This design comes from an exercise in tuning for small area on the open sky130 flow, not from production work. RTL that was checked went through simulation tests only; none was proved equivalent to the original. Power figures rest on the tool's default switching activity, not on a simulated workload.

P:
==> flow/design.v <==
`timescale 1ns/1ps
module uart_ip_top (
    sys_clk,
    reset,
    din,
    ri,
    si,
    tx,
    dout,
    ro,
    so,
    rx
);
    input           sys_clk;
    input           reset;
    input   [0:7]   din;
    input           si;
    output          ri;
    output          tx;
    output  [0:7]   dout;
    input           ro;
    output          so;
    input           rx;
    reg     [8:0]   tq;
    wire    [8:0]   tc = tq ^ 9'b001010100;
    wire            bit_tick = tc[8] & ~tc[7] & tc[6] & ~tc[5] & tc[4] & ~tc[3] & tc[2] & ~tc[0];
    wire            tc_two   = tc[8] & ~tc[7] & ~tc[5] & tc[4] & ~tc[3] & ~tc[2] & ~tc[1] & tc[0];
    always @(posedge sys_clk, posedge reset)
        if (reset)  tq <= 9'd0;
        else        tq <= {tc[7:0], tc[8] ^ tc[3] ^ bit_tick} ^ 9'b001010100;
    reg     [0:7]   tmem [0:15];
    reg     [4:0]   tcnt;
    wire            t_full = tcnt[4];
    wire            t_ne   = |tcnt;
    integer         ti;
    assign ri = si & ~t_full;
    always @(posedge sys_clk)
        if (ri) begin
            tmem[0] <= din;
            for (ti = 1; ti < 16; ti = ti + 1)
                tmem[ti] <= tmem[ti - 1];
        end
    reg     [3:0]   tpq;
    wire    [3:0]   tp = tpq ^ 4'b0011;
    reg             e_s, e_ss;       
    wire            t_idle = (tp == 4'd3);
    always @(posedge sys_clk, posedge reset)
        if (reset) begin
            tpq  <= 4'd0;
            e_s  <= 1'b0;
            e_ss <= 1'b0;
        end
        else if (bit_tick) begin
            e_s  <= t_ne;
            e_ss <= e_s;
            if (t_idle) begin
                if (e_ss) tpq <= 4'd7 ^ 4'b0011;
            end
            else tpq <= (tp + 4'd1) ^ 4'b0011;
        end
    wire            t_rd = tc_two && tp == 4'd7;
    always @(posedge sys_clk, posedge reset)
        if (reset)  tcnt <= 5'd0;
        else        tcnt <= tcnt + {4'd0, ri} - {4'd0, t_rd};
    wire    [0:7]   tperm [0:15];
    genvar          tg;
    generate
        for (tg = 0; tg < 16; tg = tg + 1) begin : g_tperm
            assign tperm[tg] = tmem[(tg + 15) % 16];
        end
    endgenerate
    wire    [0:7]   told = tperm[tcnt[3:0]];
    reg     [0:7]   dt;
    always @(posedge sys_clk)
        if (bit_tick && t_idle && e_ss) dt <= told;
    wire            dbit = dt[~tp[2:0]];
    reg             par;
    always @(posedge sys_clk)
        if (bit_tick) par <= tp[3] & (par ^ dbit);
    assign tx = tp[3] ? dbit : (tp[2] ? 1'b0 : ((tp[1] | tp[0]) ? 1'b1 : par));
    reg     [4:0]   rq;
    wire    [4:0]   rc = rq ^ 5'b11011;
    wire            s_tick = (rc == 5'b01011);
    wire            rc_two = ~rc[4] & rc[3] & rc[2] & ~rc[0];
    always @(posedge sys_clk, posedge reset)
        if (reset)  rq <= 5'd0;
        else        rq <= {rc[3:0], rc[4] ^ rc[1] ^ s_tick} ^ 5'b11011;
    reg             d1, d2, d3;
    always @(posedge sys_clk, posedge reset)
        if (reset) begin
            d1 <= 1'b0;
            d2 <= 1'b0;
            d3 <= 1'b0;
        end
        else if (s_tick) begin
            d1 <= rx;
            d2 <= d1;
            d3 <= d2;
        end
    reg             rbusy;           
    wire            ridle = ~rbusy;
    reg     [7:0]   k;
    wire            k_done = ~k[7] & ~k[6] & k[5];
    wire            r_done = ~ridle & k_done;
    always @(posedge sys_clk, posedge reset)
        if (reset) rbusy <= 1'b0;
        else if (s_tick) begin
            if (ridle) begin
                if (~d2 & d3) rbusy <= 1'b1;
            end
            else if (k_done) rbusy <= 1'b0;
        end
    always @(posedge sys_clk)
        if (s_tick) begin
            if (ridle) k <= 8'h79;
            else       k <= k + 8'd1;
        end
    reg     [0:7]   sr;
    wire            shift = k[7] & (k[3:0] == 4'hf);
    always @(posedge sys_clk)
        if (s_tick && shift) sr <= {rx, sr[0:6]};
    reg     [0:7]   ring [0:15];
    reg     [3:0]   rpos;
    reg     [4:0]   cnt;
    reg             f_s, f_ss;       
    reg             wp;              
    wire            r_full = cnt[4];
    wire            wgo    = wp & rc_two;
    wire            rd     = so & ro;
    wire    [3:0]   wpos   = rpos + cnt[3:0];
    wire            wr_now = ~ridle & ~k[7] & ~k[6] & ~r_full & (wpos == 4'd15);
    always @(posedge sys_clk, posedge reset)
        if (reset) begin
            f_s  <= 1'b0;
            f_ss <= 1'b0;
            wp   <= 1'b0;
        end
        else begin
            if (s_tick) begin
                f_s  <= r_full;
                f_ss <= f_s;
            end
            if (s_tick && r_done) wp <= ~f_ss;
            else if (rc_two)      wp <= 1'b0;
        end
    integer         ri_;
    always @(posedge sys_clk) begin
        for (ri_ = 1; ri_ < 16; ri_ = ri_ + 1)
            ring[ri_] <= ring[ri_ - 1];
        ring[0] <= wr_now ? sr : ring[15];
    end
    always @(posedge sys_clk, posedge reset)
        if (reset) begin
            rpos <= 4'd0;
            cnt  <= 5'd0;
        end
        else begin
            rpos <= rpos + {3'd0, rd} + 4'd1;
            cnt  <= cnt + {4'd0, wgo} - {4'd0, rd};
        end
    assign so   = |cnt;
    assign dout = rd ? ring[rpos] : 8'd0;
endmodule
Settings: LEC_CHECK=0, CAP_MARGIN=20, CORE_MARGIN=2, CORE_UTILIZATION=60, SLEW_MARGIN=20; clock period 20.0 ns.
standard.sh (not shown) runs the stock make flow with config.mk's settings and CLKGATE_MAP_FILE= SYNTH_SCRIPT=/design/flow/synth_recipe.tcl, a recipe that flattens the netlist after the stock synthesis.
==> flow/flow/run.sh <==
#!/bin/bash
# Own layout flow: the standard layout (standard.sh), with these changes.
#  1. Synthesis is ORFS's (synth_recipe.tcl, unchanged), but ABC maps the
#     logic with an area-oriented script (flow/abc_map.script) in place of
#     ORFS's delay-oriented abc_speed.script. Flip-flops are mapped by
#     dfflibmap before ABC runs, so the registers are the standard ones.
#     Adders are left to ABC as plain logic (no ADDER_MAP_FILE cells and no
#     Kogge-Stone carry map), which ABC maps smaller for this design.
#  2. Port buffers use the smallest buffer cell.
#  3. Clock tree synthesis without dummy loads.
# Each tool's output goes to a log file in this folder.
set -euo pipefail
here=$(pwd)
rm -rf "$here/scripts_abc"
cp -r "$FLOW_HOME/scripts" "$here/scripts_abc"
cp "$here/flow/abc_map.script" "$here/scripts_abc/abc_speed.script"
bash standard.sh SCRIPTS_DIR="$here/scripts_abc" ADDER_MAP_FILE= SYNTH_OPERATIONS_ARGS=-nofsm synth > "$here/synth.log" 2>&1
cts="-sink_clustering_enable -repair_clock_nets -dont_use_dummy_load"
cts="$cts -sink_clustering_size $(cat flow/cts_size) -sink_clustering_max_diameter $(cat flow/cts_diam)"
cts="$cts -buf_list $(cat flow/cts_buf)"
bash standard.sh BUFFER_PORTS_ARGS="-buffer_cell sky130_fd_sc_hd__buf_1" CTS_ARGS="$cts" > "$here/layout.log" 2>&1
test -s out/final.def
==> flow/flow/abc_map.script <==
strash
ifraig
scorr
dc2
strash
&get -n
&st
&dch
&nf -R 1000 -p -C 32 -F 8 -A 8
&put
topo
stime -c
==> flow/flow/cts_buf <==
sky130_fd_sc_hd__clkbuf_16
==> flow/flow/cts_diam <==
100
==> flow/flow/cts_size <==
30
P was carried through to the last stage, and its layout satisfied the timing, DRC and antenna checks.
What Q does differently from P at the input level:
--- a/flow/design.v
+++ b/flow/design.v
@@ -28,20 +28,22 @@
     always @(posedge sys_clk, posedge reset)
         if (reset)  tq <= 9'd0;
         else        tq <= {tc[7:0], tc[8] ^ tc[3] ^ bit_tick} ^ 9'b001010100;
     reg     [0:7]   tmem [0:15];
     reg     [4:0]   tcnt;
+    reg     [3:0]   twpos;
     wire            t_full = tcnt[4];
     wire            t_ne   = |tcnt;
+    wire    [3:0]   twnext = twpos + 4'd1;
     integer         ti;
     assign ri = si & ~t_full;
     always @(posedge sys_clk)
-        if (ri) begin
-            tmem[0] <= din;
-            for (ti = 1; ti < 16; ti = ti + 1)
-                tmem[ti] <= tmem[ti - 1];
-        end
+        for (ti = 0; ti < 16; ti = ti + 1)
+            tmem[ti] <= ~((ri && twnext == ti) ? ((ti % 2) ? din : ~din) : tmem[(ti + 15) % 16]);
+    always @(posedge sys_clk, posedge reset)
+        if (reset)  twpos <= 4'd0;
+        else        twpos <= twnext + {3'd0, ri};
     reg     [3:0]   tpq;
     wire    [3:0]   tp = tpq ^ 4'b0011;
     reg             e_s, e_ss;       
     wire            t_idle = (tp == 4'd3);
     always @(posedge sys_clk, posedge reset)
@@ -60,21 +62,13 @@
         end
     wire            t_rd = tc_two && tp == 4'd7;
     always @(posedge sys_clk, posedge reset)
         if (reset)  tcnt <= 5'd0;
         else        tcnt <= tcnt + {4'd0, ri} - {4'd0, t_rd};
-    wire    [0:7]   tperm [0:15];
-    genvar          tg;
-    generate
-        for (tg = 0; tg < 16; tg = tg + 1) begin : g_tperm
-            assign tperm[tg] = tmem[(tg + 15) % 16];
-        end
-    endgenerate
-    wire    [0:7]   told = tperm[tcnt[3:0]];
     reg     [0:7]   dt;
     always @(posedge sys_clk)
-        if (bit_tick && t_idle && e_ss) dt <= told;
+        if (t_idle && twpos == tcnt[3:0]) dt <= tmem[0];
     wire            dbit = dt[~tp[2:0]];
     reg             par;
     always @(posedge sys_clk)
         if (bit_tick) par <= tp[3] & (par ^ dbit);
     assign tx = tp[3] ? dbit : (tp[2] ? 1'b0 : ((tp[1] | tp[0]) ? 1'b1 : par));
==> results.txt <==
Final critical path time including I/O delays and setup delta for Q relative to P: 0.0050 ns higher. Proportion of cell area occupied by multi-input gates for Q is higher than for P. The combinational power of Q is higher than that of P. Overall power after layout (Q vs. P) increases by a few percent. Lower final cell area excluding filler cells was reported by Q, not P. Delay of the slowest cell on the worst path delta (Q -> P): insignificant. In Q, the routed wire length came out 1500 µm below the value in P. Per the comparison of Q with P, core area decreased 4.1%, post-route clock skew increased 0.015 ns.
For P, only the layout was checked, not whether the RTL still works.

==> static timing again, ports no longer ideal <==
How much do the figures lean on ideal ports? The routed layouts below were timed once more, with nothing changed but the port constraints.
Step 1 (the two cells are an assumption about what drives the block):
set clk [get_ports {sys_clk}]
set_driving_cell -lib_cell sky130_fd_sc_hd__clkbuf_16 $clk
set_driving_cell -lib_cell sky130_fd_sc_hd__buf_2 [delete_from_list [all_inputs] $clk]
Step 2, shift: input delay + t, output delay - t, t = (earliest + latest rising clock arrival at the registers) / 2. This alone moves slack from input paths to output paths.
Three values: ideal, step 1, step 2; two values: the first two.
run	t (ns)	setup slack, ns	hold WS [ns]	worst data-port slew with drivers (ns)	cell pins on the clock port's net
P	0.513	10.978 / 10.956 / 10.956	0.353 / 0.353 / 0.353	0.03	1
Q	0.522	10.974 / 10.947 / 10.947	0.335 / 0.335 / 0.335	0.03	1
After both steps setup and hold are still met in every run listed. The setup slack of Q, which loses most, moves by -0.027 ns with the drivers and by -0.027 ns with both steps.
